Background: an optimization exercise with open tools, aiming at small area. Do not read the settings as production practice. Only simulation tests tie the RTL to the original design; equivalence was not proved. Power figures rest on the tool's default switching activity, not on a simulated workload.

`config.mk`:
```
export PLATFORM = sky130hd
export DESIGN_NAME = Convolution3x3
export DESIGN_NICKNAME = Convolution3x3
export VERILOG_FILES = /design/flow/design.v
export SDC_FILE = /design/flow/constraint.sdc
export NUM_CORES = 4
export LEC_CHECK = 0
export CAP_MARGIN = 20
export CORE_MARGIN = 2
export CORE_UTILIZATION = 40
export CTS_BUF_LIST = sky130_fd_sc_hd__clkbuf_2
export SLEW_MARGIN = 20
export SYNTH_HIERARCHICAL = 1
export SYNTH_MINIMUM_KEEP_SIZE = 0
```
`constraint.sdc`:
```
create_clock -name core_clock -period 10.0 [get_ports {clk}]
set_input_delay 2.0000 -clock core_clock [delete_from_list [all_inputs] [get_ports {clk}]]
set_output_delay 2.0000 -clock core_clock [all_outputs]
set_load 0.01 [all_outputs]
```
`design.v`:
```
module fa (input a, input b, input c, output s, output co);
  assign s = a ^ b ^ c;
  assign co = (a & b) | (a & c) | (b & c);
endmodule
module ha (input a, input b, output s, output co);
  assign s = a ^ b;
  assign co = a & b;
endmodule
module nd2 (input a, input b, output y);
  assign y = ~(a & b);
endmodule
module nd3 (input a, input b, input c, output y);
  assign y = ~(a & b & c);
endmodule
module nr2 (input a, input b, output y);
  assign y = ~(a | b);
endmodule
module xo2 (input a, input b, output y);
  assign y = a ^ b;
endmodule
module xn2 (input a, input b, output y);
  assign y = ~(a ^ b);
endmodule
module inv (input a, output y);
  assign y = ~a;
endmodule
module Convolution3x3 (
    input clk,               
    input rst_n,             
    input [71:0] input_patch,  
    input [71:0] kernel,       
    input [7:0] bias,        
    output reg [9:0] output_pixel   
);
  wire [71:0] px = input_patch;
  wire [71:0] kx = kernel;
  wire [7:0] bx = bias;
  wire [7:0] u;       
  wire [7:0] d;       
  wire rst;
  wire n1, s2, c3;
  nd2 g4 (px[0], kx[0], n1);
  xo2 g5 (bx[0], n1, s2);
  nd3 g6 (bx[0], px[0], kx[0], c3);
  wire n7;
  nd2 g8 (px[8], kx[8], n7);
  wire n9;
  nd2 g10 (px[16], kx[16], n9);
  wire n11;
  nd2 g12 (px[24], kx[24], n11);
  wire n13;
  nd2 g14 (px[32], kx[32], n13);
  wire n15;
  nd2 g16 (px[40], kx[40], n15);
  wire n17;
  nd2 g18 (px[48], kx[48], n17);
  wire n19;
  nd2 g20 (px[56], kx[56], n19);
  wire n21;
  nd2 g22 (px[64], kx[64], n21);
  wire n23, s24, c25;
  nd2 g26 (px[0], kx[1], n23);
  xo2 g27 (bx[1], n23, s24);
  nd3 g28 (bx[1], px[0], kx[1], c25);
  wire n29;
  nd2 g30 (px[1], kx[0], n29);
  wire n31;
  nd2 g32 (px[8], kx[9], n31);
  wire n33;
  nd2 g34 (px[9], kx[8], n33);
  wire n35;
  nd2 g36 (px[16], kx[17], n35);
  wire n37;
  nd2 g38 (px[17], kx[16], n37);
  wire n39;
  nd2 g40 (px[24], kx[25], n39);
  wire n41;
  nd2 g42 (px[25], kx[24], n41);
  wire n43;
  nd2 g44 (px[32], kx[33], n43);
  wire n45;
  nd2 g46 (px[33], kx[32], n45);
  wire n47;
  nd2 g48 (px[40], kx[41], n47);
  wire n49;
  nd2 g50 (px[41], kx[40], n49);
  wire n51;
  nd2 g52 (px[48], kx[49], n51);
  wire n53;
  nd2 g54 (px[49], kx[48], n53);
  wire n55;
  nd2 g56 (px[56], kx[57], n55);
  wire n57;
  nd2 g58 (px[57], kx[56], n57);
  wire n59;
  nd2 g60 (px[64], kx[65], n59);
  wire n61;
  nd2 g62 (px[65], kx[64], n61);
  wire n63, s64, c65;
  nd2 g66 (px[0], kx[2], n63);
  xo2 g67 (bx[2], n63, s64);
  nd3 g68 (bx[2], px[0], kx[2], c65);
  wire n69;
  nd2 g70 (px[1], kx[1], n69);
  wire n71;
  nd2 g72 (px[2], kx[0], n71);
  wire n73;
  nd2 g74 (px[8], kx[10], n73);
  wire n75;
  nd2 g76 (px[9], kx[9], n75);
  wire n77;
  nd2 g78 (px[10], kx[8], n77);
  wire n79;
  nd2 g80 (px[16], kx[18], n79);
  wire n81;
  nd2 g82 (px[17], kx[17], n81);
  wire n83;
  nd2 g84 (px[18], kx[16], n83);
  wire n85;
  nd2 g86 (px[24], kx[26], n85);
  wire n87;
  nd2 g88 (px[25], kx[25], n87);
  wire n89;
  nd2 g90 (px[26], kx[24], n89);
  wire n91;
  nd2 g92 (px[32], kx[34], n91);
  wire n93;
  nd2 g94 (px[33], kx[33], n93);
  wire n95;
  nd2 g96 (px[34], kx[32], n95);
  wire n97;
  nd2 g98 (px[40], kx[42], n97);
  wire n99;
  nd2 g100 (px[41], kx[41], n99);
  wire n101;
  nd2 g102 (px[42], kx[40], n101);
  wire n103;
  nd2 g104 (px[48], kx[50], n103);
  wire n105;
  nd2 g106 (px[49], kx[49], n105);
  wire n107;
  nd2 g108 (px[50], kx[48], n107);
  wire n109;
  nd2 g110 (px[56], kx[58], n109);
  wire n111;
  nd2 g112 (px[57], kx[57], n111);
  wire n113;
  nd2 g114 (px[58], kx[56], n113);
  wire n115;
  nd2 g116 (px[64], kx[66], n115);
  wire n117;
  nd2 g118 (px[65], kx[65], n117);
  wire n119;
  nd2 g120 (px[66], kx[64], n119);
  wire bn121;
  inv g122 (bx[3], bn121);
  wire n123;
  nd2 g124 (px[0], kx[3], n123);
  wire n125;
  nd2 g126 (px[1], kx[2], n125);
  wire n127;
  nd2 g128 (px[2], kx[1], n127);
  wire n129;
  nd2 g130 (px[3], kx[0], n129);
  wire n131;
  nd2 g132 (px[8], kx[11], n131);
  wire n133;
  nd2 g134 (px[9], kx[10], n133);
  wire n135;
  nd2 g136 (px[10], kx[9], n135);
  wire n137;
  nd2 g138 (px[11], kx[8], n137);
  wire n139;
  nd2 g140 (px[16], kx[19], n139);
  wire n141;
  nd2 g142 (px[17], kx[18], n141);
  wire n143;
  nd2 g144 (px[18], kx[17], n143);
  wire n145;
  nd2 g146 (px[19], kx[16], n145);
  wire n147;
  nd2 g148 (px[24], kx[27], n147);
  wire n149;
  nd2 g150 (px[25], kx[26], n149);
  wire n151;
  nd2 g152 (px[26], kx[25], n151);
  wire n153;
  nd2 g154 (px[27], kx[24], n153);
  wire n155;
  nd2 g156 (px[32], kx[35], n155);
  wire n157;
  nd2 g158 (px[33], kx[34], n157);
  wire n159;
  nd2 g160 (px[34], kx[33], n159);
  wire n161;
  nd2 g162 (px[35], kx[32], n161);
  wire n163;
  nd2 g164 (px[40], kx[43], n163);
  wire n165;
  nd2 g166 (px[41], kx[42], n165);
  wire n167;
  nd2 g168 (px[42], kx[41], n167);
  wire n169;
  nd2 g170 (px[43], kx[40], n169);
  wire n171;
  nd2 g172 (px[48], kx[51], n171);
  wire n173;
  nd2 g174 (px[49], kx[50], n173);
  wire n175;
  nd2 g176 (px[50], kx[49], n175);
  wire n177;
  nd2 g178 (px[51], kx[48], n177);
  wire n179;
  nd2 g180 (px[56], kx[59], n179);
  wire n181;
  nd2 g182 (px[57], kx[58], n181);
  wire n183;
  nd2 g184 (px[58], kx[57], n183);
  wire n185;
  nd2 g186 (px[59], kx[56], n185);
  wire n187;
  nd2 g188 (px[64], kx[67], n187);
  wire n189;
  nd2 g190 (px[65], kx[66], n189);
  wire n191;
  nd2 g192 (px[66], kx[65], n191);
  wire n193;
  nd2 g194 (px[67], kx[64], n193);
  wire n195, s196, c197;
  nd2 g198 (px[0], kx[4], n195);
  xo2 g199 (bx[4], n195, s196);
  nd3 g200 (bx[4], px[0], kx[4], c197);
  wire n201;
  nd2 g202 (px[1], kx[3], n201);
  wire n203;
  nd2 g204 (px[2], kx[2], n203);
  wire n205;
  nd2 g206 (px[3], kx[1], n205);
  wire n207;
  nd2 g208 (px[4], kx[0], n207);
  wire n209;
  nd2 g210 (px[8], kx[12], n209);
  wire n211;
  nd2 g212 (px[9], kx[11], n211);
  wire n213;
  nd2 g214 (px[10], kx[10], n213);
  wire n215;
  nd2 g216 (px[11], kx[9], n215);
  wire n217;
  nd2 g218 (px[12], kx[8], n217);
  wire n219;
  nd2 g220 (px[16], kx[20], n219);
  wire n221;
  nd2 g222 (px[17], kx[19], n221);
  wire n223;
  nd2 g224 (px[18], kx[18], n223);
  wire n225;
  nd2 g226 (px[19], kx[17], n225);
  wire n227;
  nd2 g228 (px[20], kx[16], n227);
  wire n229;
  nd2 g230 (px[24], kx[28], n229);
  wire n231;
  nd2 g232 (px[25], kx[27], n231);
  wire n233;
  nd2 g234 (px[26], kx[26], n233);
  wire n235;
  nd2 g236 (px[27], kx[25], n235);
  wire n237;
  nd2 g238 (px[28], kx[24], n237);
  wire n239;
  nd2 g240 (px[32], kx[36], n239);
  wire n241;
  nd2 g242 (px[33], kx[35], n241);
  wire n243;
  nd2 g244 (px[34], kx[34], n243);
  wire n245;
  nd2 g246 (px[35], kx[33], n245);
  wire n247;
  nd2 g248 (px[36], kx[32], n247);
  wire n249;
  nd2 g250 (px[40], kx[44], n249);
  wire n251;
  nd2 g252 (px[41], kx[43], n251);
  wire n253;
  nd2 g254 (px[42], kx[42], n253);
  wire n255;
  nd2 g256 (px[43], kx[41], n255);
  wire n257;
  nd2 g258 (px[44], kx[40], n257);
  wire n259;
  nd2 g260 (px[48], kx[52], n259);
  wire n261;
  nd2 g262 (px[49], kx[51], n261);
  wire n263;
  nd2 g264 (px[50], kx[50], n263);
  wire n265;
  nd2 g266 (px[51], kx[49], n265);
  wire n267;
  nd2 g268 (px[52], kx[48], n267);
  wire n269;
  nd2 g270 (px[56], kx[60], n269);
  wire n271;
  nd2 g272 (px[57], kx[59], n271);
  wire n273;
  nd2 g274 (px[58], kx[58], n273);
  wire n275;
  nd2 g276 (px[59], kx[57], n275);
  wire n277;
  nd2 g278 (px[60], kx[56], n277);
  wire n279;
  nd2 g280 (px[64], kx[68], n279);
  wire n281;
  nd2 g282 (px[65], kx[67], n281);
  wire n283;
  nd2 g284 (px[66], kx[66], n283);
  wire n285;
  nd2 g286 (px[67], kx[65], n285);
  wire n287;
  nd2 g288 (px[68], kx[64], n287);
  wire n289, s290, c291;
  nd2 g292 (px[0], kx[5], n289);
  xo2 g293 (bx[5], n289, s290);
  nd3 g294 (bx[5], px[0], kx[5], c291);
  wire n295;
  nd2 g296 (px[1], kx[4], n295);
  wire n297;
  nd2 g298 (px[2], kx[3], n297);
  wire n299;
  nd2 g300 (px[3], kx[2], n299);
  wire n301;
  nd2 g302 (px[4], kx[1], n301);
  wire n303;
  nd2 g304 (px[5], kx[0], n303);
  wire n305;
  nd2 g306 (px[8], kx[13], n305);
  wire n307;
  nd2 g308 (px[9], kx[12], n307);
  wire n309;
  nd2 g310 (px[10], kx[11], n309);
  wire n311;
  nd2 g312 (px[11], kx[10], n311);
  wire n313;
  nd2 g314 (px[12], kx[9], n313);
  wire n315;
  nd2 g316 (px[13], kx[8], n315);
  wire n317;
  nd2 g318 (px[16], kx[21], n317);
  wire n319;
  nd2 g320 (px[17], kx[20], n319);
  wire n321;
  nd2 g322 (px[18], kx[19], n321);
  wire n323;
  nd2 g324 (px[19], kx[18], n323);
  wire n325;
  nd2 g326 (px[20], kx[17], n325);
  wire n327;
  nd2 g328 (px[21], kx[16], n327);
  wire n329;
  nd2 g330 (px[24], kx[29], n329);
  wire n331;
  nd2 g332 (px[25], kx[28], n331);
  wire n333;
  nd2 g334 (px[26], kx[27], n333);
  wire n335;
  nd2 g336 (px[27], kx[26], n335);
  wire n337;
  nd2 g338 (px[28], kx[25], n337);
  wire n339;
  nd2 g340 (px[29], kx[24], n339);
  wire n341;
  nd2 g342 (px[32], kx[37], n341);
  wire n343;
  nd2 g344 (px[33], kx[36], n343);
  wire n345;
  nd2 g346 (px[34], kx[35], n345);
  wire n347;
  nd2 g348 (px[35], kx[34], n347);
  wire n349;
  nd2 g350 (px[36], kx[33], n349);
  wire n351;
  nd2 g352 (px[37], kx[32], n351);
  wire n353;
  nd2 g354 (px[40], kx[45], n353);
  wire n355;
  nd2 g356 (px[41], kx[44], n355);
  wire n357;
  nd2 g358 (px[42], kx[43], n357);
  wire n359;
  nd2 g360 (px[43], kx[42], n359);
  wire n361;
  nd2 g362 (px[44], kx[41], n361);
  wire n363;
  nd2 g364 (px[45], kx[40], n363);
  wire n365;
  nd2 g366 (px[48], kx[53], n365);
  wire n367;
  nd2 g368 (px[49], kx[52], n367);
  wire n369;
  nd2 g370 (px[50], kx[51], n369);
  wire n371;
  nd2 g372 (px[51], kx[50], n371);
  wire n373;
  nd2 g374 (px[52], kx[49], n373);
  wire n375;
  nd2 g376 (px[53], kx[48], n375);
  wire n377;
  nd2 g378 (px[56], kx[61], n377);
  wire n379;
  nd2 g380 (px[57], kx[60], n379);
  wire n381;
  nd2 g382 (px[58], kx[59], n381);
  wire n383;
  nd2 g384 (px[59], kx[58], n383);
  wire n385;
  nd2 g386 (px[60], kx[57], n385);
  wire n387;
  nd2 g388 (px[61], kx[56], n387);
  wire n389;
  nd2 g390 (px[64], kx[69], n389);
  wire n391;
  nd2 g392 (px[65], kx[68], n391);
  wire n393;
  nd2 g394 (px[66], kx[67], n393);
  wire n395;
  nd2 g396 (px[67], kx[66], n395);
  wire n397;
  nd2 g398 (px[68], kx[65], n397);
  wire n399;
  nd2 g400 (px[69], kx[64], n399);
  wire n401, s402, c403;
  nd2 g404 (px[0], kx[6], n401);
  xo2 g405 (bx[6], n401, s402);
  nd3 g406 (bx[6], px[0], kx[6], c403);
  wire n407;
  nd2 g408 (px[1], kx[5], n407);
  wire n409;
  nd2 g410 (px[2], kx[4], n409);
  wire n411;
  nd2 g412 (px[3], kx[3], n411);
  wire n413;
  nd2 g414 (px[4], kx[2], n413);
  wire n415;
  nd2 g416 (px[5], kx[1], n415);
  wire n417;
  nd2 g418 (px[6], kx[0], n417);
  wire n419;
  nd2 g420 (px[8], kx[14], n419);
  wire n421;
  nd2 g422 (px[9], kx[13], n421);
  wire n423;
  nd2 g424 (px[10], kx[12], n423);
  wire n425;
  nd2 g426 (px[11], kx[11], n425);
  wire n427;
  nd2 g428 (px[12], kx[10], n427);
  wire n429;
  nd2 g430 (px[13], kx[9], n429);
  wire n431;
  nd2 g432 (px[14], kx[8], n431);
  wire n433;
  nd2 g434 (px[16], kx[22], n433);
  wire n435;
  nd2 g436 (px[17], kx[21], n435);
  wire n437;
  nd2 g438 (px[18], kx[20], n437);
  wire n439;
  nd2 g440 (px[19], kx[19], n439);
  wire n441;
  nd2 g442 (px[20], kx[18], n441);
  wire n443;
  nd2 g444 (px[21], kx[17], n443);
  wire n445;
  nd2 g446 (px[22], kx[16], n445);
  wire n447;
  nd2 g448 (px[24], kx[30], n447);
  wire n449;
  nd2 g450 (px[25], kx[29], n449);
  wire n451;
  nd2 g452 (px[26], kx[28], n451);
  wire n453;
  nd2 g454 (px[27], kx[27], n453);
  wire n455;
  nd2 g456 (px[28], kx[26], n455);
  wire n457;
  nd2 g458 (px[29], kx[25], n457);
  wire n459;
  nd2 g460 (px[30], kx[24], n459);
  wire n461;
  nd2 g462 (px[32], kx[38], n461);
  wire n463;
  nd2 g464 (px[33], kx[37], n463);
  wire n465;
  nd2 g466 (px[34], kx[36], n465);
  wire n467;
  nd2 g468 (px[35], kx[35], n467);
  wire n469;
  nd2 g470 (px[36], kx[34], n469);
  wire n471;
  nd2 g472 (px[37], kx[33], n471);
  wire n473;
  nd2 g474 (px[38], kx[32], n473);
  wire n475;
  nd2 g476 (px[40], kx[46], n475);
  wire n477;
  nd2 g478 (px[41], kx[45], n477);
  wire n479;
  nd2 g480 (px[42], kx[44], n479);
  wire n481;
  nd2 g482 (px[43], kx[43], n481);
  wire n483;
  nd2 g484 (px[44], kx[42], n483);
  wire n485;
  nd2 g486 (px[45], kx[41], n485);
  wire n487;
  nd2 g488 (px[46], kx[40], n487);
  wire n489;
  nd2 g490 (px[48], kx[54], n489);
  wire n491;
  nd2 g492 (px[49], kx[53], n491);
  wire n493;
  nd2 g494 (px[50], kx[52], n493);
  wire n495;
  nd2 g496 (px[51], kx[51], n495);
  wire n497;
  nd2 g498 (px[52], kx[50], n497);
  wire n499;
  nd2 g500 (px[53], kx[49], n499);
  wire n501;
  nd2 g502 (px[54], kx[48], n501);
  wire n503;
  nd2 g504 (px[56], kx[62], n503);
  wire n505;
  nd2 g506 (px[57], kx[61], n505);
  wire n507;
  nd2 g508 (px[58], kx[60], n507);
  wire n509;
  nd2 g510 (px[59], kx[59], n509);
  wire n511;
  nd2 g512 (px[60], kx[58], n511);
  wire n513;
  nd2 g514 (px[61], kx[57], n513);
  wire n515;
  nd2 g516 (px[62], kx[56], n515);
  wire n517;
  nd2 g518 (px[64], kx[70], n517);
  wire n519;
  nd2 g520 (px[65], kx[69], n519);
  wire n521;
  nd2 g522 (px[66], kx[68], n521);
  wire n523;
  nd2 g524 (px[67], kx[67], n523);
  wire n525;
  nd2 g526 (px[68], kx[66], n525);
  wire n527;
  nd2 g528 (px[69], kx[65], n527);
  wire n529;
  nd2 g530 (px[70], kx[64], n529);
  wire n531;
  nd2 g532 (px[0], kx[7], n531);
  wire n533;
  nd2 g534 (px[1], kx[6], n533);
  wire n535;
  nd2 g536 (px[2], kx[5], n535);
  wire n537;
  nd2 g538 (px[3], kx[4], n537);
  wire n539;
  nd2 g540 (px[4], kx[3], n539);
  wire n541;
  nd2 g542 (px[5], kx[2], n541);
  wire n543;
  nd2 g544 (px[6], kx[1], n543);
  wire n545;
  nd2 g546 (px[7], kx[0], n545);
  wire n547;
  nd2 g548 (px[8], kx[15], n547);
  wire n549;
  nd2 g550 (px[9], kx[14], n549);
  wire n551;
  nd2 g552 (px[10], kx[13], n551);
  wire n553;
  nd2 g554 (px[11], kx[12], n553);
  wire n555;
  nd2 g556 (px[12], kx[11], n555);
  wire n557;
  nd2 g558 (px[13], kx[10], n557);
  wire n559;
  nd2 g560 (px[14], kx[9], n559);
  wire n561;
  nd2 g562 (px[15], kx[8], n561);
  wire n563;
  nd2 g564 (px[16], kx[23], n563);
  wire n565;
  nd2 g566 (px[17], kx[22], n565);
  wire n567;
  nd2 g568 (px[18], kx[21], n567);
  wire n569;
  nd2 g570 (px[19], kx[20], n569);
  wire n571;
  nd2 g572 (px[20], kx[19], n571);
  wire n573;
  nd2 g574 (px[21], kx[18], n573);
  wire n575;
  nd2 g576 (px[22], kx[17], n575);
  wire n577;
  nd2 g578 (px[23], kx[16], n577);
  wire n579;
  nd2 g580 (px[24], kx[31], n579);
  wire n581;
  nd2 g582 (px[25], kx[30], n581);
  wire n583;
  nd2 g584 (px[26], kx[29], n583);
  wire n585;
  nd2 g586 (px[27], kx[28], n585);
  wire n587;
  nd2 g588 (px[28], kx[27], n587);
  wire n589;
  nd2 g590 (px[29], kx[26], n589);
  wire n591;
  nd2 g592 (px[30], kx[25], n591);
  wire n593;
  nd2 g594 (px[31], kx[24], n593);
  wire n595;
  nd2 g596 (px[32], kx[39], n595);
  wire n597;
  nd2 g598 (px[33], kx[38], n597);
  wire n599;
  nd2 g600 (px[34], kx[37], n599);
  wire n601;
  nd2 g602 (px[35], kx[36], n601);
  wire n603;
  nd2 g604 (px[36], kx[35], n603);
  wire n605;
  nd2 g606 (px[37], kx[34], n605);
  wire n607;
  nd2 g608 (px[38], kx[33], n607);
  wire n609;
  nd2 g610 (px[39], kx[32], n609);
  wire n611;
  nd2 g612 (px[40], kx[47], n611);
  wire n613;
  nd2 g614 (px[41], kx[46], n613);
  wire n615;
  nd2 g616 (px[42], kx[45], n615);
  wire n617;
  nd2 g618 (px[43], kx[44], n617);
  wire n619;
  nd2 g620 (px[44], kx[43], n619);
  wire n621;
  nd2 g622 (px[45], kx[42], n621);
  wire n623;
  nd2 g624 (px[46], kx[41], n623);
  wire n625;
  nd2 g626 (px[47], kx[40], n625);
  wire n627;
  nd2 g628 (px[48], kx[55], n627);
  wire n629;
  nd2 g630 (px[49], kx[54], n629);
  wire n631;
  nd2 g632 (px[50], kx[53], n631);
  wire n633;
  nd2 g634 (px[51], kx[52], n633);
  wire n635;
  nd2 g636 (px[52], kx[51], n635);
  wire n637;
  nd2 g638 (px[53], kx[50], n637);
  wire n639;
  nd2 g640 (px[54], kx[49], n639);
  wire n641;
  nd2 g642 (px[55], kx[48], n641);
  wire n643;
  nd2 g644 (px[56], kx[63], n643);
  wire n645;
  nd2 g646 (px[57], kx[62], n645);
  wire n647;
  nd2 g648 (px[58], kx[61], n647);
  wire n649;
  nd2 g650 (px[59], kx[60], n649);
  wire n651;
  nd2 g652 (px[60], kx[59], n651);
  wire n653;
  nd2 g654 (px[61], kx[58], n653);
  wire n655;
  nd2 g656 (px[62], kx[57], n655);
  wire n657;
  nd2 g658 (px[63], kx[56], n657);
  wire n659;
  nd2 g660 (px[64], kx[71], n659);
  wire n661;
  nd2 g662 (px[65], kx[70], n661);
  wire n663;
  nd2 g664 (px[66], kx[69], n663);
  wire n665;
  nd2 g666 (px[67], kx[68], n665);
  wire n667;
  nd2 g668 (px[68], kx[67], n667);
  wire n669;
  nd2 g670 (px[69], kx[66], n669);
  wire n671;
  nd2 g672 (px[70], kx[65], n671);
  wire n673;
  nd2 g674 (px[71], kx[64], n673);
  wire s675, c676;
  fa g677 (n11, n13, n15, s675, c676);
  wire s678, c679;
  fa g680 (n17, n19, n21, s678, c679);
  wire s681, c682;
  fa g683 (n7, n9, s2, s681, c682);
  wire s684, c685;
  fa g686 (s675, s678, s681, s684, c685);
  wire s687, c688;
  fa g689 (n29, n31, n33, s687, c688);
  wire s690, c691;
  fa g692 (n35, n37, n39, s690, c691);
  wire s693, c694;
  fa g695 (n41, n43, n45, s693, c694);
  wire s696, c697;
  fa g698 (n47, n49, n51, s696, c697);
  wire s699, c700;
  fa g701 (n53, n55, n57, s699, c700);
  wire s702, c703;
  fa g704 (n59, n61, c3, s702, c703);
  wire s705, c706;
  fa g707 (s24, c676, c679, s705, c706);
  wire s708, c709;
  fa g710 (s687, s690, s693, s708, c709);
  wire s711, c712;
  fa g713 (s696, s699, s702, s711, c712);
  wire s714, c715;
  fa g716 (c682, s705, s708, s714, c715);
  wire s717, c718;
  fa g719 (s711, c685, s714, s717, c718);
  wire s720, c721;
  fa g722 (n101, n103, n105, s720, c721);
  wire s723, c724;
  fa g725 (n107, n109, n111, s723, c724);
  wire s726, c727;
  fa g728 (n113, n115, n117, s726, c727);
  wire s729, c730;
  fa g731 (n119, n69, n71, s729, c730);
  wire s732, c733;
  fa g734 (n73, n75, n77, s732, c733);
  wire s735, c736;
  fa g737 (n79, n81, n83, s735, c736);
  wire s738, c739;
  fa g740 (n85, n87, n89, s738, c739);
  wire s741, c742;
  fa g743 (n91, n93, n95, s741, c742);
  wire s744, c745;
  fa g746 (n97, n99, c25, s744, c745);
  wire s747, c748;
  fa g749 (s64, c688, c691, s747, c748);
  wire s750, c751;
  fa g752 (c694, c697, c700, s750, c751);
  wire s753, c754;
  fa g755 (c703, s720, s723, s753, c754);
  wire s756, c757;
  fa g758 (s726, s729, s732, s756, c757);
  wire s759, c760;
  fa g761 (s735, s738, s741, s759, c760);
  wire s762, c763;
  fa g764 (s744, c706, s747, s762, c763);
  wire s765, c766;
  fa g767 (s750, c709, c712, s765, c766);
  wire s768, c769;
  fa g770 (s753, s756, s759, s768, c769);
  wire s771, c772;
  fa g773 (c715, s762, s765, s771, c772);
  wire s774, c775;
  fa g776 (s768, c718, s771, s774, c775);
  wire s777, c778;
  fa g779 (bn121, n123, n125, s777, c778);
  wire s780, c781;
  fa g782 (n127, n129, n131, s780, c781);
  wire s783, c784;
  fa g785 (n133, n135, n137, s783, c784);
  wire s786, c787;
  fa g788 (n139, n141, n143, s786, c787);
  wire s789, c790;
  fa g791 (n145, n147, n149, s789, c790);
  wire s792, c793;
  fa g794 (n151, n153, n155, s792, c793);
  wire s795, c796;
  fa g797 (n157, n159, n161, s795, c796);
  wire s798, c799;
  fa g800 (n163, n165, n167, s798, c799);
  wire s801, c802;
  fa g803 (n169, n171, n173, s801, c802);
  wire s804, c805;
  fa g806 (n175, n177, n179, s804, c805);
  wire s807, c808;
  fa g809 (n181, n183, n185, s807, c808);
  wire s810, c811;
  fa g812 (n187, n189, n191, s810, c811);
  wire s813, c814;
  fa g815 (n193, c65, c721, s813, c814);
  wire s816, c817;
  fa g818 (c724, c727, c730, s816, c817);
  wire s819, c820;
  fa g821 (c733, c736, c739, s819, c820);
  wire s822, c823;
  fa g824 (c742, c745, s777, s822, c823);
  wire s825, c826;
  fa g827 (s780, s783, s786, s825, c826);
  wire s828, c829;
  fa g830 (s789, s792, s795, s828, c829);
  wire s831, c832;
  fa g833 (s798, s801, s804, s831, c832);
  wire s834, c835;
  fa g836 (s807, s810, c748, s834, c835);
  wire s837, c838;
  fa g839 (c751, s813, s816, s837, c838);
  wire s840, c841;
  fa g842 (s819, c754, c757, s840, c841);
  wire s843, c844;
  fa g845 (c760, s822, s825, s843, c844);
  wire s846, c847;
  fa g848 (s828, s831, c763, s846, c847);
  wire s849, c850;
  fa g851 (s834, c766, c769, s849, c850);
  wire s852, c853;
  fa g854 (s837, s840, s843, s852, c853);
  wire s855, c856;
  fa g857 (s846, c772, s849, s855, c856);
  wire s858, c859;
  fa g860 (s852, c775, s855, s858, c859);
  wire s861, c862;
  fa g863 (n201, n203, n205, s861, c862);
  wire s864, c865;
  fa g866 (n207, n209, n211, s864, c865);
  wire s867, c868;
  fa g869 (n213, n215, n217, s867, c868);
  wire s870, c871;
  fa g872 (n219, n221, n223, s870, c871);
  wire s873, c874;
  fa g875 (n225, n227, n229, s873, c874);
  wire s876, c877;
  fa g878 (n231, n233, n235, s876, c877);
  wire s879, c880;
  fa g881 (n237, n239, n241, s879, c880);
  wire s882, c883;
  fa g884 (n243, n245, n247, s882, c883);
  wire s885, c886;
  fa g887 (n249, n251, n253, s885, c886);
  wire s888, c889;
  fa g890 (n255, n257, n259, s888, c889);
  wire s891, c892;
  fa g893 (n261, n263, n265, s891, c892);
  wire s894, c895;
  fa g896 (n267, n269, n271, s894, c895);
  wire s897, c898;
  fa g899 (n273, n275, n277, s897, c898);
  wire s900, c901;
  fa g902 (n279, n281, n283, s900, c901);
  wire s903, c904;
  fa g905 (n285, n287, s196, s903, c904);
  wire s906, c907;
  fa g908 (c778, c781, c784, s906, c907);
  wire s909, c910;
  fa g911 (c787, c790, c793, s909, c910);
  wire s912, c913;
  fa g914 (c796, c799, c802, s912, c913);
  wire s915, c916;
  fa g917 (c805, c808, c811, s915, c916);
  wire s918, c919;
  fa g920 (s861, s864, s867, s918, c919);
  wire s921, c922;
  fa g923 (s870, s873, s876, s921, c922);
  wire s924, c925;
  fa g926 (s879, s882, s885, s924, c925);
  wire s927, c928;
  fa g929 (s888, s891, s894, s927, c928);
  wire s930, c931;
  fa g932 (s897, s900, s903, s930, c931);
  wire s933, c934;
  fa g935 (c814, c817, c820, s933, c934);
  wire s936, c937;
  fa g938 (s906, s909, s912, s936, c937);
  wire s939, c940;
  fa g941 (s915, c823, c826, s939, c940);
  wire s942, c943;
  fa g944 (c829, c832, s918, s942, c943);
  wire s945, c946;
  fa g947 (s921, s924, s927, s945, c946);
  wire s948, c949;
  fa g950 (s930, c835, c838, s948, c949);
  wire s951, c952;
  fa g953 (c841, s933, c844, s951, c952);
  wire s954, c955;
  fa g956 (s936, s939, s942, s954, c955);
  wire s957, c958;
  fa g959 (s945, c847, c850, s957, c958);
  wire s960, c961;
  fa g962 (s948, s951, c853, s960, c961);
  wire s963, c964;
  fa g965 (s954, c856, s957, s963, c964);
  wire s966, c967;
  fa g968 (s960, c859, s963, s966, c967);
  wire s969, c970;
  fa g971 (n295, n297, n299, s969, c970);
  wire s972, c973;
  fa g974 (n301, n303, n305, s972, c973);
  wire s975, c976;
  fa g977 (n307, n309, n311, s975, c976);
  wire s978, c979;
  fa g980 (n313, n315, n317, s978, c979);
  wire s981, c982;
  fa g983 (n319, n321, n323, s981, c982);
  wire s984, c985;
  fa g986 (n325, n327, n329, s984, c985);
  wire s987, c988;
  fa g989 (n331, n333, n335, s987, c988);
  wire s990, c991;
  fa g992 (n337, n339, n341, s990, c991);
  wire s993, c994;
  fa g995 (n343, n345, n347, s993, c994);
  wire s996, c997;
  fa g998 (n349, n351, n353, s996, c997);
  wire s999, c1000;
  fa g1001 (n355, n357, n359, s999, c1000);
  wire s1002, c1003;
  fa g1004 (n361, n363, n365, s1002, c1003);
  wire s1005, c1006;
  fa g1007 (n367, n369, n371, s1005, c1006);
  wire s1008, c1009;
  fa g1010 (n373, n375, n377, s1008, c1009);
  wire s1011, c1012;
  fa g1013 (n379, n381, n383, s1011, c1012);
  wire s1014, c1015;
  fa g1016 (n385, n387, n389, s1014, c1015);
  wire s1017, c1018;
  fa g1019 (n391, n393, n395, s1017, c1018);
  wire s1020, c1021;
  fa g1022 (n397, n399, c197, s1020, c1021);
  wire s1023, c1024;
  fa g1025 (s290, c862, c865, s1023, c1024);
  wire s1026, c1027;
  fa g1028 (c868, c871, c874, s1026, c1027);
  wire s1029, c1030;
  fa g1031 (c877, c880, c883, s1029, c1030);
  wire s1032, c1033;
  fa g1034 (c886, c889, c892, s1032, c1033);
  wire s1035, c1036;
  fa g1037 (c895, c898, c901, s1035, c1036);
  wire s1038, c1039;
  fa g1040 (s1002, s1005, s1008, s1038, c1039);
  wire s1041, c1042;
  fa g1043 (s1011, s1014, s1017, s1041, c1042);
  wire s1044, c1045;
  fa g1046 (s969, s972, s975, s1044, c1045);
  wire s1047, c1048;
  fa g1049 (s978, s981, s984, s1047, c1048);
  wire s1050, c1051;
  fa g1052 (s987, s990, s993, s1050, c1051);
  wire s1053, c1054;
  fa g1055 (s996, s999, s1020, s1053, c1054);
  wire s1056, c1057;
  fa g1058 (c904, c907, c910, s1056, c1057);
  wire s1059, c1060;
  fa g1061 (c913, c916, s1023, s1059, c1060);
  wire s1062, c1063;
  fa g1064 (s1026, s1029, s1032, s1062, c1063);
  wire s1065, c1066;
  fa g1067 (s1035, c919, c922, s1065, c1066);
  wire s1068, c1069;
  fa g1070 (c925, c928, s1038, s1068, c1069);
  wire s1071, c1072;
  fa g1073 (s1041, s1044, s1047, s1071, c1072);
  wire s1074, c1075;
  fa g1076 (s1050, s1053, c931, s1074, c1075);
  wire s1077, c1078;
  fa g1079 (c934, c937, c940, s1077, c1078);
  wire s1080, c1081;
  fa g1082 (s1056, c943, c946, s1080, c1081);
  wire s1083, c1084;
  fa g1085 (s1059, s1062, s1065, s1083, c1084);
  wire s1086, c1087;
  fa g1088 (s1068, s1071, s1074, s1086, c1087);
  wire s1089, c1090;
  fa g1091 (c949, c952, s1077, s1089, c1090);
  wire s1092, c1093;
  fa g1094 (s1080, c955, s1083, s1092, c1093);
  wire s1095, c1096;
  fa g1097 (s1086, c958, c961, s1095, c1096);
  wire s1098, c1099;
  fa g1100 (s1089, s1092, c964, s1098, c1099);
  wire s1101, c1102;
  fa g1103 (s1095, c967, s1098, s1101, c1102);
  wire s1104, c1105;
  fa g1106 (n407, n409, n411, s1104, c1105);
  wire s1107, c1108;
  fa g1109 (n413, n415, n417, s1107, c1108);
  wire s1110, c1111;
  fa g1112 (n419, n421, n423, s1110, c1111);
  wire s1113, c1114;
  fa g1115 (n425, n427, n429, s1113, c1114);
  wire s1116, c1117;
  fa g1118 (n431, n433, n435, s1116, c1117);
  wire s1119, c1120;
  fa g1121 (n437, n439, n441, s1119, c1120);
  wire s1122, c1123;
  fa g1124 (n443, n445, n447, s1122, c1123);
  wire s1125, c1126;
  fa g1127 (n449, n451, n453, s1125, c1126);
  wire s1128, c1129;
  fa g1130 (n455, n457, n459, s1128, c1129);
  wire s1131, c1132;
  fa g1133 (n461, n463, n465, s1131, c1132);
  wire s1134, c1135;
  fa g1136 (n467, n469, n471, s1134, c1135);
  wire s1137, c1138;
  fa g1139 (n473, n475, n477, s1137, c1138);
  wire s1140, c1141;
  fa g1142 (n479, n481, n483, s1140, c1141);
  wire s1143, c1144;
  fa g1145 (n485, n487, n489, s1143, c1144);
  wire s1146, c1147;
  fa g1148 (n491, n493, n495, s1146, c1147);
  wire s1149, c1150;
  fa g1151 (n497, n499, n501, s1149, c1150);
  wire s1152, c1153;
  fa g1154 (n503, n505, n507, s1152, c1153);
  wire s1155, c1156;
  fa g1157 (n509, n511, n513, s1155, c1156);
  wire s1158, c1159;
  fa g1160 (n515, n517, n519, s1158, c1159);
  wire s1161, c1162;
  fa g1163 (n521, n523, n525, s1161, c1162);
  wire s1164, c1165;
  fa g1166 (n527, n529, c291, s1164, c1165);
  wire s1167, c1168;
  fa g1169 (s402, c1000, c1003, s1167, c1168);
  wire s1170, c1171;
  fa g1172 (c1006, c1009, c1012, s1170, c1171);
  wire s1173, c1174;
  fa g1175 (c1015, c1018, c970, s1173, c1174);
  wire s1176, c1177;
  fa g1178 (c973, c976, c979, s1176, c1177);
  wire s1179, c1180;
  fa g1181 (c982, c985, c988, s1179, c1180);
  wire s1182, c1183;
  fa g1184 (c991, c994, c997, s1182, c1183);
  wire s1185, c1186;
  fa g1187 (c1021, s1104, s1107, s1185, c1186);
  wire s1188, c1189;
  fa g1190 (s1110, s1113, s1116, s1188, c1189);
  wire s1191, c1192;
  fa g1193 (s1119, s1122, s1125, s1191, c1192);
  wire s1194, c1195;
  fa g1196 (s1128, s1131, s1134, s1194, c1195);
  wire s1197, c1198;
  fa g1199 (s1137, s1140, s1143, s1197, c1198);
  wire s1200, c1201;
  fa g1202 (s1146, s1149, s1152, s1200, c1201);
  wire s1203, c1204;
  fa g1205 (s1155, s1158, s1161, s1203, c1204);
  wire s1206, c1207;
  fa g1208 (s1164, c1024, c1027, s1206, c1207);
  wire s1209, c1210;
  fa g1211 (c1030, c1033, c1036, s1209, c1210);
  wire s1212, c1213;
  fa g1214 (s1167, s1170, s1173, s1212, c1213);
  wire s1215, c1216;
  fa g1217 (s1176, s1179, s1182, s1215, c1216);
  wire s1218, c1219;
  fa g1220 (c1039, c1042, c1045, s1218, c1219);
  wire s1221, c1222;
  fa g1223 (c1048, c1051, c1054, s1221, c1222);
  wire s1224, c1225;
  fa g1226 (s1185, s1188, s1191, s1224, c1225);
  wire s1227, c1228;
  fa g1229 (s1194, s1197, s1200, s1227, c1228);
  wire s1230, c1231;
  fa g1232 (s1203, c1057, c1060, s1230, c1231);
  wire s1233, c1234;
  fa g1235 (c1063, c1066, s1206, s1233, c1234);
  wire s1236, c1237;
  fa g1238 (s1209, c1069, c1072, s1236, c1237);
  wire s1239, c1240;
  fa g1241 (s1212, s1215, s1218, s1239, c1240);
  wire s1242, c1243;
  fa g1244 (s1221, s1224, s1227, s1242, c1243);
  wire s1245, c1246;
  fa g1247 (c1075, c1078, c1081, s1245, c1246);
  wire s1248, c1249;
  fa g1250 (s1230, s1233, c1084, s1248, c1249);
  wire s1251, c1252;
  fa g1253 (s1236, s1239, s1242, s1251, c1252);
  wire s1254, c1255;
  fa g1256 (c1087, c1090, c1093, s1254, c1255);
  wire s1257, c1258;
  fa g1259 (s1245, s1248, s1251, s1257, c1258);
  wire s1260, c1261;
  fa g1262 (c1096, s1254, s1257, s1260, c1261);
  wire s1263, c1264;
  fa g1265 (c1099, s1260, c1102, s1263, c1264);
  wire x1266;
  xo2 g1267 (bx[7], n531, x1266);
  wire x1268;
  xo2 g1269 (n533, n535, x1268);
  wire x1270;
  xo2 g1271 (n537, n539, x1270);
  wire x1272;
  xo2 g1273 (n541, n543, x1272);
  wire x1274;
  xo2 g1275 (n545, n547, x1274);
  wire x1276;
  xo2 g1277 (n549, n551, x1276);
  wire x1278;
  xo2 g1279 (n553, n555, x1278);
  wire x1280;
  xo2 g1281 (n557, n559, x1280);
  wire x1282;
  xo2 g1283 (n561, n563, x1282);
  wire x1284;
  xo2 g1285 (n565, n567, x1284);
  wire x1286;
  xo2 g1287 (n569, n571, x1286);
  wire x1288;
  xo2 g1289 (n573, n575, x1288);
  wire x1290;
  xo2 g1291 (n577, n579, x1290);
  wire x1292;
  xo2 g1293 (n581, n583, x1292);
  wire x1294;
  xo2 g1295 (n585, n587, x1294);
  wire x1296;
  xo2 g1297 (n589, n591, x1296);
  wire x1298;
  xo2 g1299 (n593, n595, x1298);
  wire x1300;
  xo2 g1301 (n597, n599, x1300);
  wire x1302;
  xo2 g1303 (n601, n603, x1302);
  wire x1304;
  xo2 g1305 (n605, n607, x1304);
  wire x1306;
  xo2 g1307 (n609, n611, x1306);
  wire x1308;
  xo2 g1309 (n613, n615, x1308);
  wire x1310;
  xo2 g1311 (n617, n619, x1310);
  wire x1312;
  xo2 g1313 (n621, n623, x1312);
  wire x1314;
  xo2 g1315 (n625, n627, x1314);
  wire x1316;
  xo2 g1317 (n629, n631, x1316);
  wire x1318;
  xo2 g1319 (n633, n635, x1318);
  wire x1320;
  xo2 g1321 (n637, n639, x1320);
  wire x1322;
  xo2 g1323 (n641, n643, x1322);
  wire x1324;
  xo2 g1325 (n645, n647, x1324);
  wire x1326;
  xo2 g1327 (n649, n651, x1326);
  wire x1328;
  xo2 g1329 (n653, n655, x1328);
  wire x1330;
  xo2 g1331 (n657, n659, x1330);
  wire x1332;
  xo2 g1333 (n661, n663, x1332);
  wire x1334;
  xo2 g1335 (n665, n667, x1334);
  wire x1336;
  xo2 g1337 (n669, n671, x1336);
  wire x1338;
  xo2 g1339 (n673, c403, x1338);
  wire x1340;
  xo2 g1341 (x1266, x1268, x1340);
  wire x1342;
  xo2 g1343 (x1270, x1272, x1342);
  wire x1344;
  xo2 g1345 (x1274, x1276, x1344);
  wire x1346;
  xo2 g1347 (x1278, x1280, x1346);
  wire x1348;
  xo2 g1349 (x1282, x1284, x1348);
  wire x1350;
  xo2 g1351 (x1286, x1288, x1350);
  wire x1352;
  xo2 g1353 (x1290, x1292, x1352);
  wire x1354;
  xo2 g1355 (x1294, x1296, x1354);
  wire x1356;
  xo2 g1357 (x1298, x1300, x1356);
  wire x1358;
  xo2 g1359 (x1302, x1304, x1358);
  wire x1360;
  xo2 g1361 (x1306, x1308, x1360);
  wire x1362;
  xo2 g1363 (x1310, x1312, x1362);
  wire x1364;
  xo2 g1365 (x1314, x1316, x1364);
  wire x1366;
  xo2 g1367 (x1318, x1320, x1366);
  wire x1368;
  xo2 g1369 (x1322, x1324, x1368);
  wire x1370;
  xo2 g1371 (x1326, x1328, x1370);
  wire x1372;
  xo2 g1373 (x1330, x1332, x1372);
  wire x1374;
  xo2 g1375 (x1334, x1336, x1374);
  wire x1376;
  xo2 g1377 (x1338, c1105, x1376);
  wire x1378;
  xo2 g1379 (c1108, c1111, x1378);
  wire x1380;
  xo2 g1381 (c1114, c1117, x1380);
  wire x1382;
  xo2 g1383 (c1120, c1123, x1382);
  wire x1384;
  xo2 g1385 (c1126, c1129, x1384);
  wire x1386;
  xo2 g1387 (c1132, c1135, x1386);
  wire x1388;
  xo2 g1389 (c1138, c1141, x1388);
  wire x1390;
  xo2 g1391 (c1144, c1147, x1390);
  wire x1392;
  xo2 g1393 (c1150, c1153, x1392);
  wire x1394;
  xo2 g1395 (c1156, c1159, x1394);
  wire x1396;
  xo2 g1397 (c1162, c1165, x1396);
  wire x1398;
  xo2 g1399 (x1340, x1342, x1398);
  wire x1400;
  xo2 g1401 (x1344, x1346, x1400);
  wire x1402;
  xo2 g1403 (x1348, x1350, x1402);
  wire x1404;
  xo2 g1405 (x1352, x1354, x1404);
  wire x1406;
  xo2 g1407 (x1356, x1358, x1406);
  wire x1408;
  xo2 g1409 (x1360, x1362, x1408);
  wire x1410;
  xo2 g1411 (x1364, x1366, x1410);
  wire x1412;
  xo2 g1413 (x1368, x1370, x1412);
  wire x1414;
  xo2 g1415 (x1372, x1374, x1414);
  wire x1416;
  xo2 g1417 (x1376, x1378, x1416);
  wire x1418;
  xo2 g1419 (x1380, x1382, x1418);
  wire x1420;
  xo2 g1421 (x1384, x1386, x1420);
  wire x1422;
  xo2 g1423 (x1388, x1390, x1422);
  wire x1424;
  xo2 g1425 (x1392, x1394, x1424);
  wire x1426;
  xo2 g1427 (x1396, x1398, x1426);
  wire x1428;
  xo2 g1429 (x1400, x1402, x1428);
  wire x1430;
  xo2 g1431 (x1404, x1406, x1430);
  wire x1432;
  xo2 g1433 (x1408, x1410, x1432);
  wire x1434;
  xo2 g1435 (x1412, x1414, x1434);
  wire x1436;
  xo2 g1437 (c1168, c1171, x1436);
  wire x1438;
  xo2 g1439 (c1174, c1177, x1438);
  wire x1440;
  xo2 g1441 (c1180, c1183, x1440);
  wire x1442;
  xo2 g1443 (x1416, x1418, x1442);
  wire x1444;
  xo2 g1445 (x1420, x1422, x1444);
  wire x1446;
  xo2 g1447 (x1424, c1186, x1446);
  wire x1448;
  xo2 g1449 (c1189, c1192, x1448);
  wire x1450;
  xo2 g1451 (c1195, c1198, x1450);
  wire x1452;
  xo2 g1453 (c1201, c1204, x1452);
  wire x1454;
  xo2 g1455 (x1426, x1428, x1454);
  wire x1456;
  xo2 g1457 (x1430, x1432, x1456);
  wire x1458;
  xo2 g1459 (x1434, x1436, x1458);
  wire x1460;
  xo2 g1461 (x1438, x1440, x1460);
  wire x1462;
  xo2 g1463 (x1442, x1444, x1462);
  wire x1464;
  xo2 g1465 (x1446, x1448, x1464);
  wire x1466;
  xo2 g1467 (x1450, x1452, x1466);
  wire x1468;
  xo2 g1469 (x1454, x1456, x1468);
  wire x1470;
  xo2 g1471 (c1207, c1210, x1470);
  wire x1472;
  xo2 g1473 (x1458, x1460, x1472);
  wire x1474;
  xo2 g1475 (c1213, c1216, x1474);
  wire x1476;
  xo2 g1477 (c1219, c1222, x1476);
  wire x1478;
  xo2 g1479 (x1462, x1464, x1478);
  wire x1480;
  xo2 g1481 (x1466, c1225, x1480);
  wire x1482;
  xo2 g1483 (c1228, x1468, x1482);
  wire x1484;
  xo2 g1485 (x1470, x1472, x1484);
  wire x1486;
  xo2 g1487 (x1474, x1476, x1486);
  wire x1488;
  xo2 g1489 (x1478, x1480, x1488);
  wire x1490;
  xo2 g1491 (x1482, c1231, x1490);
  wire x1492;
  xo2 g1493 (c1234, x1484, x1492);
  wire x1494;
  xo2 g1495 (c1237, c1240, x1494);
  wire x1496;
  xo2 g1497 (x1486, x1488, x1496);
  wire x1498;
  xo2 g1499 (c1243, x1490, x1498);
  wire x1500;
  xo2 g1501 (x1492, x1494, x1500);
  wire x1502;
  xo2 g1503 (x1496, x1498, x1502);
  wire x1504;
  xo2 g1505 (c1246, c1249, x1504);
  wire x1506;
  xo2 g1507 (x1500, c1252, x1506);
  wire x1508;
  xo2 g1509 (x1502, x1504, x1508);
  wire x1510;
  xo2 g1511 (x1506, x1508, x1510);
  wire x1512;
  xo2 g1513 (c1255, c1258, x1512);
  wire x1514;
  xo2 g1515 (x1510, x1512, x1514);
  wire x1516;
  xo2 g1517 (x1514, c1261, x1516);
  wire x1518;
  xo2 g1519 (c1264, x1516, x1518);
  assign u[0] = s684;
  assign u[1] = s717;
  assign u[2] = s774;
  assign u[3] = s858;
  assign u[4] = s966;
  assign u[5] = s1101;
  assign u[6] = s1263;
  assign u[7] = x1518;
  inv grst (rst_n, rst);
  nr2 gd0 (u[0], rst, d[0]);
  nr2 gd1 (u[1], rst, d[1]);
  nr2 gd2 (u[2], rst, d[2]);
  nr2 gd3 (u[3], rst, d[3]);
  nr2 gd4 (u[4], rst, d[4]);
  nr2 gd5 (u[5], rst, d[5]);
  nr2 gd6 (u[6], rst, d[6]);
  nr2 gd7 (u[7], rst, d[7]);
  always @(posedge clk) begin
    output_pixel <= {2'b00, d};
  end
endmodule
```
`run.sh`:
```
#!/bin/bash
# synth_recipe.tcl (not shown) runs the flow's synth.tcl, then flattens the netlist and writes it again
# the make line also repeats each setting of config.mk as NAME=value (left out here)
make -C /OpenROAD-flow-scripts/flow DESIGN_CONFIG=/design/flow/config.mk WORK_HOME=/design/flow/orfs CLKGATE_MAP_FILE= SYNTH_SCRIPT=/design/flow/synth_recipe.tcl finish
```
==> results.cfg, run 1 <==
[global_routing]
overflow = 0
grt_pass1_wl_um = 33490
grt_max_degree = 15
grt_use_total_pct = 25.26
grt_pass1_vias = 5882
antenna_found_initial = 0

[synth]
synth_seq_cells = 8
syn_inst = 681
syn_area_mm2 = 0.006571
synth_area_per_cell_um2 = 9.649
yosysTopAreaCell = fa_1
ys_seq_area_share_pct = 2.437
yosysWarnings = 7
synth_cell_types = 9
ys_top_cells_by_area = fa_1, nand2_1, xor2_1, dfxtp_1, nand3_1
yosysTopAreaCellShare_pct = 60.02

[worst_setup_path]
cp_top_family = adder cells
critPathLaunchType = primary input
crit_chain = clkdlybuf4s50_1 -> nand3_1 -> fa_1 -> fa_1 -> fa_1 -> fa_1 -> fa_1 -> fa_1 -> fa_1 -> fa_1 -> fa_1 -> xor2_1 -> nor2_1
cp_max_fo = 14
critPathMaxStageDelay_ps = 740
critPathKind = primary input to flop
cpMostUsedCell = fa_1
crit_slowest_cell = clkdlybuf4s50_1
critPathArrivalTime_ps = 7200
worstPathRequired_ps = 10120
critPathCaptureType = flop
cp_num_buf_inv = 1

[final_layout]
final_cell_area_mm2 = 0.008457
area_growth_syn_to_layout_pct = 28.69
nFillCells = 1490
diodes = 0
reg_top3 = output_pixel x8
top_register = output_pixel
fin_util_pct = 53.04
drive_gt1_share_pct = 0.3555
final_cell_count_no_fill = 1060
largest_register_ffs = 8
finalNetCount = 1197

[floorplanning]
io-pin-count = 164
start_util_pct = 41.22
core.rowCount = 46
die_y_um = 132.2
fp.dieW_um = 132.2
dieArea_mm2 = 0.01747
core_mm2 = 0.01594

[placement]
io_buffers = 161
dpl_cell_area_mm2 = 0.008442
dpl.cell_count = 1057
post-place-ws_ps = 2673
gp_congestion = 0.8953
hpwl_um = 19320

[hold_path]
holdPathEnd = output_pixel[6]
worstHoldPathType = primary input to flop
min_path_cells = 3
holdCritStartpoint = rst_n

[clock_tree]
cts_setup_buffers = 0
cts.path.max_buffers = 2
cts_root_buffer = clkbuf_2
path_clk_slew_ps = 70
cts_resized = 0
tritoncts = yes
numCtsBuffers = 3
htreeDepth = 1
cts-hold-fix-buffers = 0
clock_sink_count = 8

[pwr]
p_clk_share_pct = 0.7
vdd.ir_drop.worst_mv = 0.6191
p_sw_share_pct = 51.59
power_leakage_nw = 3.066
power.switching_mw = 1.281
cellPowerDensity_mw_per_mm2 = 293.6
p_total_mw = 2.483
comb_power_share_pct = 96.3
seqPwrFrac_pct = 3.0
power.internal_mw = 1.202

[sta]
fmax_mhz = 141.1
finalCritPeriodShare_pct = 70.87
setup_slack_ps = 2913
hold_viol_final = 0
min_period_ps = 7087
fin_tns_setup_ps = 0
slew_viol_final = 0
rsz0062_at_grt = no
final-setup-viol-count = 0
hold_slack_ps = 2483

[route]
drtPass1Iterations = 5
viasPerCell = 4.853
drc = 0
wire_per_inst_um = 19.64
drt-initial-drc-count = 248
drtAntennaViolNets = 0
vias = 5144
wirelength_um = 20820

[flow_run]
drv_cap = 0

[status]
status = timing/DRC/antenna clean
metal layers:
metal / GRT usage [%] / vias to the layer above / share of wire (%)
li1: - / 2375 / -
met1: 35.78 / 2602 / 44
met2: 44.27 / 163 / 51
met3: 2.691 / 4 / 5.1
met4: 1.553 / 0 / 0.52
met5: 0 / - / 0
worst max path at each step:
stage	startpoint	end	slack [ps]	cells past startpoint
after floorplan	input_patch[42]	output_pixel[7]	3700	12
after global placement	input_patch[0]	output_pixel[7]	2760	13
after detailed placement	input_patch[0]	output_pixel[7]	2670	13
after CTS	input_patch[0]	output_pixel[7]	2920	13
after global routing	input_patch[0]	output_pixel[7]	2710	13
final	input_patch[0]	output_pixel[7]	2910	13
cells by family (layout without fill, tap and decap cells):
family / count (synthesis) / in the layout / share of synthesized area [%]
simple gates: 338 / 338 / 19.42
fa+ha+maj: 197 / 197 / 60.02
xor+xnor: 133 / 133 / 17.73
other cells: 1 / 2 / 0.05707
buf+inv: 4 / 166 / 0.3427
flops: 8 / 8 / 2.437
power groups by stage:
stage | Combinational, mW | Sequential, mW | Clock, mW
global route | 2.75 | 0.0760 | 0.0211
floorplan | 1.79 | 0.0820 | 0
finish | 2.39 | 0.0744 | 0.0178
detailed placement | 2.43 | 0.0753 | 0
CTS | 2.43 | 0.0746 | 0.0188
global placement | 2.38 | 0.0751 | 0
Yosys cell counts:
| library cell | n |
|---|---|
| buf_4 | 2 |
| inv_1 | 2 |
| nand3_1 | 6 |
| xor2_1 | 133 |
| fa_1 | 197 |
| dfxtp_1 | 8 |
| nor2_1 | 8 |
| nand2_1 | 324 |
| conb_1 | 1 |
Yosys stat by module, one instance, submodules excluded:
module          cells inside  copies in the design  area, um^2
xo2                        1                   133       8.758
inv                        1                     2       3.754
nr2                        1                     8       3.754
Convolution3x3            11                     1       178.9
fa                         1                   197       20.02
nd3                        1                     6       5.005
nd2                        1                   324       3.754
cells in the final DEF, fill, tap and decap left out:
cell	synthesis	routed
clkbuf_2	0	3
clkdlybuf4s50_1	0	161
conb_1	1	2
dfxtp_1	8	8
fa_1	197	197
inv_1	2	2
nand2_1	324	324
nand3_1	6	6
nor2_1	8	8
xor2_1	133	133
area by class of cell:
cell class              instances  area, um^2  share of cell area, %
flip-flops and latches          8       160.2                  1.894
multi-input cells             670        6392                  75.59
inverters                       2       7.507                0.08877
well taps                     216       270.3                  3.196
repair buffers                161        1612                  19.06
clock buffers                   3       15.01                 0.1775
==> inputs of run 2 (changes only) <==
==> flow/run.sh (new file) <==
#!/bin/bash
set -euo pipefail
bash standard.sh "BUFFER_PORTS_ARGS=-buffer_cell sky130_fd_sc_hd__buf_1" "CTS_ARGS=-buf_list sky130_fd_sc_hd__clkbuf_4 -repair_clock_nets" finish > standard_sh.log 2>&1
==> standard.sh (new file) <==
#!/bin/bash
# synth_recipe.tcl (not shown) runs the flow's synth.tcl, then flattens the netlist and writes it again
# the make line also repeats each setting of config.mk as NAME=value (left out here)
make -C /OpenROAD-flow-scripts/flow DESIGN_CONFIG=/design/flow/config.mk WORK_HOME=/design/flow/orfs CLKGATE_MAP_FILE= SYNTH_SCRIPT=/design/flow/synth_recipe.tcl "${@:-finish}"
removed: run.sh
==> results.cfg, run 2 <==
[status]
status = timing/DRC/antenna clean

[final_layout]
largest_register_ffs = 8
drive_gt1_share_pct = 0.3555
fin_util_pct = 46.77
reg_top3 = output_pixel x8
top_register = output_pixel
area_growth_syn_to_layout_pct = 13.48
final_common_cell = nand2_1
final_cell_mix = nand2_1, fa_1, buf_1
finalNetCount = 1197
diodes = 0

[floorplanning]
io-pin-count = 164
core_mm2 = 0.01594
core.rowCount = 46
dieArea_mm2 = 0.01747
fp.dieW_um = 132.2
die_y_um = 132.2
start_util_pct = 41.22

[pwr]
power_leakage_nw = 2.630
p_total_mw = 2.423
seqPwrFrac_pct = 3.1
cellPowerDensity_mw_per_mm2 = 325.0
vdd.ir_drop.worst_mv = 0.6980
power.switching_mw = 1.274
p_sw_share_pct = 52.57
power.internal_mw = 1.149
p_clk_share_pct = 1.0
comb_power_share_pct = 96.0

[route]
drt-initial-drc-count = 346
viasPerCell = 4.819
drtAntennaViolNets = 0
drc = 0
wire_per_inst_um = 16.87
vias = 5108
drtPass1Iterations = 5
wirelength_um = 17880

[sta]
slew_viol_final = 0
rsz0062_at_grt = no
worst_pin_slew_ps = 626.2
hold_viol_final = 0
fmax_mhz = 146.9
final-setup-viol-count = 0
finalCritPeriodShare_pct = 68.07
min_period_ps = 6807
relSlewSlack_pct = 58.26
fin_tns_setup_ps = 0

[synth]
ys_seq_area_share_pct = 2.437
ys_top_cells_by_area = fa_1, nand2_1, xor2_1, dfxtp_1, nand3_1
yosysTopAreaCellShare_pct = 60.02
yosysTopAreaCell = fa_1
synth_seq_cells = 8
synth.most_common_cell = nand2_1
syn_area_mm2 = 0.006571
synth_area_per_cell_um2 = 9.649
synth_cell_types = 9
synth_async_sr_flop_share_pct = 0
yosysWarnings = 7
synth_enable_flop_cells = 0
synth_common_cells = nand2_1, fa_1, xor2_1
syn_inst = 681
synthFlopType = dfxtp_1

[global_routing]
overflow = 0
grt_pass1_vias = 5618
grt_pass1_wl_um = 29330
antenna_found_initial = 0
grt_max_degree = 15
grt_use_total_pct = 21.40

[clock_tree]
cts.path.max_buffers = 2
cts_setup_buffers = 0
clock_sink_count = 8
cts_resized = 0
path_clk_slew_ps = 50
tritoncts = yes
numCtsBuffers = 3
cts_root_buffer = clkbuf_4
cts-hold-fix-buffers = 0
htreeDepth = 1

[placement]
hpwl_um = 16760
gp_congestion = 0.9393
io_buffers = 161

[worst_setup_path]
worstPathRequired_ps = 10130
critPathArrivalTime_ps = 6940
critPathKind = primary input to flop
critPathCaptureType = flop
cp_max_fo = 14
critPathLaunchType = primary input

[flow_run]
drv_cap = 0

[hold_path]
worstHoldPathType = primary input to flop
-- run 2: cell counts after synthesis --
No cell type changed its count.
-- run 2: worst paths after layout --
kind / cells after the start / slack, ps / to / from
max: 13 / 3190 / output_pixel[7] / input_patch[0]
min: 3 / 2090 / output_pixel[5] / rst_n
-- run 2: stage by stage --
| step | cell area (um^2) | setup slack, ps | hold slack (ps) | std cells |
|---|---|---|---|---|
| 6_report | 7457 | 3193 | 2092 | 1060 |
| 5_1_grt | 7457 | 2989 | 2139 | 1060 |
| 4_1_cts | 7457 | 3248 | 2089 | 1060 |
| 3_5_place_dp | 7435 | 2995 | 2345 | 1057 |
| 3_3_place_gp | 7435 | 3035 | 2333 | 1057 |
| 2_1_floorplan | 6575 | 3700 | 2209 | 682 |
-- run 2: critical path, cell delays in order --
cell and delay [ps]:
buf_1 470, nand3_1 240, fa_1 470, fa_1 520
fa_1 460, fa_1 510, fa_1 430, fa_1 400
fa_1 420, fa_1 420, fa_1 390, xor2_1 140
nor2_1 50
-- run 2: cells by family after synthesis --
logic type    count (synthesis)  share of synthesized area [%]
other cells                   1                        0.05707
simple gates                338                          19.42
flops                         8                          2.437
xor+xnor                    133                          17.73
buf+inv                       4                         0.3427
fa+ha+maj                   197                          60.02
-- run 2: cell type report --
class                      count  area [um^2]
multi-input combinational    670         6392
tap                          216        270.3
timing repair buffer         161        604.3
sequential                     8        160.2
inverter                       2        7.507
fill                        1619         8486
clock buffer                   3        22.52
-- run 2: power by group through the flow --
| stage | logic, mW | clock network (mW) | registers, mW |
|---|---|---|---|
| CTS | 2.34 | 0.0246 | 0.0743 |
| detailed placement | 2.34 | 0 | 0.0750 |
| finish | 2.33 | 0.0236 | 0.0741 |
| global placement | 2.31 | 0 | 0.0752 |
| floorplan | 1.79 | 0 | 0.0820 |
| global route | 2.67 | 0.0266 | 0.0761 |
-- run 2: per-module statistics from Yosys, one instance, submodules excluded --
module          flops+latches  cells inside  times used
xo2                         0             1         133
nr2                         0             1           8
fa                          0             1         197
nd2                         0             1         324
Convolution3x3              8            11           1
nd3                         0             1           6
inv                         0             1           2
-- run 2: layer usage --
layer	track usage [%]	wire length (um)
met5	0	0
met3	1.692	900
met4	1.912	162
met2	36.92	8823
met1	30.93	7993
==> inputs of run 3 (changes only) <==
==> flow/run.sh (replaced) <==
#!/bin/bash
set -euo pipefail
bash standard.sh "BUFFER_PORTS_ARGS=-buffer_cell sky130_fd_sc_hd__buf_1" "CTS_ARGS=-sink_clustering_enable -sink_clustering_size 50 -sink_clustering_max_diameter 500 -buf_list sky130_fd_sc_hd__clkbuf_4 -repair_clock_nets" finish > standard_sh.log 2>&1
==> results.cfg, run 3 <==
[clock_tree]
tritoncts = yes
cts_resized = 0
htreeDepth = 1
numCtsBuffers = 3
cts_root_buffer = clkbuf_4
cts-hold-fix-buffers = 0
clock_sink_count = 8
cts.path.max_buffers = 2
path_clk_slew_ps = 50
cts_setup_buffers = 0

[route]
wire_per_inst_um = 16.87
drt-initial-drc-count = 346
vias = 5108
drtAntennaViolNets = 0
viasPerCell = 4.819
drc = 0
drtPass1Iterations = 5
wirelength_um = 17880

[sta]
final-setup-viol-count = 0
fmax_mhz = 146.9
min_period_ps = 6807
rsz0062_at_grt = no
relSlewSlack_pct = 58.26
slew_viol_final = 0
hold_viol_final = 0
finalCritPeriodShare_pct = 68.07
worst_pin_slew_ps = 626.2
fin_tns_setup_ps = 0

[hold_path]
holdCritStartpoint = rst_n
holdPathEnd = output_pixel[5]
min_path_cells = 3
worstHoldPathType = primary input to flop

[pwr]
power_leakage_nw = 2.630
cellPowerDensity_mw_per_mm2 = 325.0
p_total_mw = 2.423
vdd.ir_drop.worst_mv = 0.6980

[final_layout]
final_common_cell = nand2_1
largest_register_ffs = 8
area_growth_syn_to_layout_pct = 13.48
diodes = 0
nFillCells = 1619
drive_gt1_share_pct = 0.3555
top_register = output_pixel
multiInputGateArea_mm2 = 0.006392
reg_top3 = output_pixel x8
final_cell_mix = nand2_1, fa_1, buf_1
finalNetCount = 1197
regArea_um2 = 160.2

[synth]
yosysWarnings = 7
yosysTopAreaCell = fa_1
synth_enable_flop_cells = 0
syn_inst = 681
synth.most_common_cell = nand2_1
synth_seq_cells = 8
syn_area_mm2 = 0.006571
synth_common_cells = nand2_1, fa_1, xor2_1
ys_top_cells_by_area = fa_1, nand2_1, xor2_1, dfxtp_1, nand3_1
synth_area_per_cell_um2 = 9.649
synthFlopType = dfxtp_1
synth_cell_types = 9
yosysTopAreaCellShare_pct = 60.02
synth_async_sr_flop_share_pct = 0
ys_seq_area_share_pct = 2.437

[worst_setup_path]
critPathCaptureType = flop
cpMostUsedCell = fa_1
cp_top_family = adder cells
crit_slowest_cell = fa_1
cp_num_buf_inv = 1
critPathMaxStageDelay_ps = 520
crit_chain = buf_1 -> nand3_1 -> fa_1 -> fa_1 -> fa_1 -> fa_1 -> fa_1 -> fa_1 -> fa_1 -> fa_1 -> fa_1 -> xor2_1 -> nor2_1
critPathKind = primary input to flop
critPathArrivalTime_ps = 6940
critPathLaunchType = primary input
cp_max_fo = 14
worstPathRequired_ps = 10130

[status]
status = timing/DRC/antenna clean

[floorplanning]
dieArea_mm2 = 0.01747
core.rowCount = 46
die_y_um = 132.2
core_mm2 = 0.01594
start_util_pct = 41.22
io-pin-count = 164
fp.dieW_um = 132.2

[global_routing]
grt_max_degree = 15
grt_use_total_pct = 21.40
antenna_found_initial = 0
overflow = 0
grt_pass1_vias = 5618
grt_pass1_wl_um = 29330

[flow_run]
drv_cap = 0

[placement]
hpwl_um = 16760
io_buffers = 161
gp_congestion = 0.9393
[run 3: cell counts after synthesis]
No cell type changed its count.
[run 3: area by class of cell]
cell class              instances  share of cell area, %
clock buffers                   3                 0.3020
inverters                       2                 0.1007
multi-input cells             670                  85.72
flip-flops and latches          8                  2.148
well taps                     216                  3.624
repair buffers                161                  8.104
[run 3: modules after synthesis (local to each module, per instance), excerpt]
module / cells inside / flops+latches / times used / cell area (um^2)
Convolution3x3: 11 / 8 / 1 / 178.9
nr2: 1 / 0 / 8 / 3.754
xo2: 1 / 0 / 133 / 8.758
fa: 1 / 0 / 197 / 20.02
nd3: 1 / 0 / 6 / 5.005
nd2: 1 / 0 / 324 / 3.754
[run 3: power by group]
part	switching, mW	total, mW	internal, mW	leakage, nW
logic	1.26	2.33	1.06	2.55
clock network	0.00997	0.0236	0.0137	0.0138
registers	0.00275	0.0741	0.0714	0.0667
total	1.27	2.42	1.15	2.63
[run 3: worst max path at each step]
| stage | start | end | slack [ps] | cells past startpoint |
|---|---|---|---|---|
| after global placement | input_patch[0] | output_pixel[7] | 3030 | 13 |
| after CTS | input_patch[0] | output_pixel[7] | 3250 | 13 |
| final | input_patch[0] | output_pixel[7] | 3190 | 13 |
| after detailed placement | input_patch[0] | output_pixel[7] | 2990 | 13 |
| after global routing | input_patch[0] | output_pixel[7] | 2990 | 13 |
| after floorplan | input_patch[42] | output_pixel[7] | 3700 | 12 |
[run 3: metal layers]
layer  track usage (%)  share of wire (%)
met1             30.93                 45
met2             36.92                 49
met3             1.692                5.0
met4             1.912               0.91
met5                 0                  0
[run 3: cell families (layout without fill, tap and decap cells)]
logic type                 Yosys count  after routing  share of synthesized area [%]
and+or+nand+nor                    338            338                          19.42
DFF                                  8              8                          2.437
adders and majority gates          197            197                          60.02
buffers and inverters                4            166                         0.3427
xor gates and xnor gates           133            133                          17.73
other                                1              2                        0.05707
[run 3: per-stage QoR]
step	std cells	worst slack [ps]	utilization, %	area, um^2	hold slack, ps
after floorplan	682	3700	-	6575	2209
after CTS	1060	3248	46.77	7457	2089
final	1060	3193	46.77	7457	2092
after global placement	1057	3035	46.63	7435	2333
after detailed placement	1057	2995	46.63	7435	2345
after global routing	1060	2989	46.77	7457	2139

## what the ideal ports hide
In the flow no input, the clock included, has a driving cell. The finished layouts below were timed again as built, in two steps.
Step 1: set_driving_cell puts a clkbuf_16 on clk and a buf_2 on each other input, an assumption about the parent block.
Step 2 adds t to the input delays and takes it off the output delays; t is the mean of the earliest and latest rising clock arrival at the registers after step 1. Input paths then give back, and output paths get back, about the clock's delay inside the block.
Three values: no drivers, after step 1, after step 2; two values: the first two.
run | t (ns) | setup WS [ns] | worst register clock-pin slew, ns
run 1 | 0.241 | 2.913 / 2.905 / 2.664 | 0.07 / 0.07
run 2 | 0.262 | 3.193 / 3.187 / 2.926 | 0.05 / 0.05
run 3 | 0.262 | 3.193 / 3.187 / 2.926 | 0.05 / 0.05
After both steps every run listed still meets setup and hold.
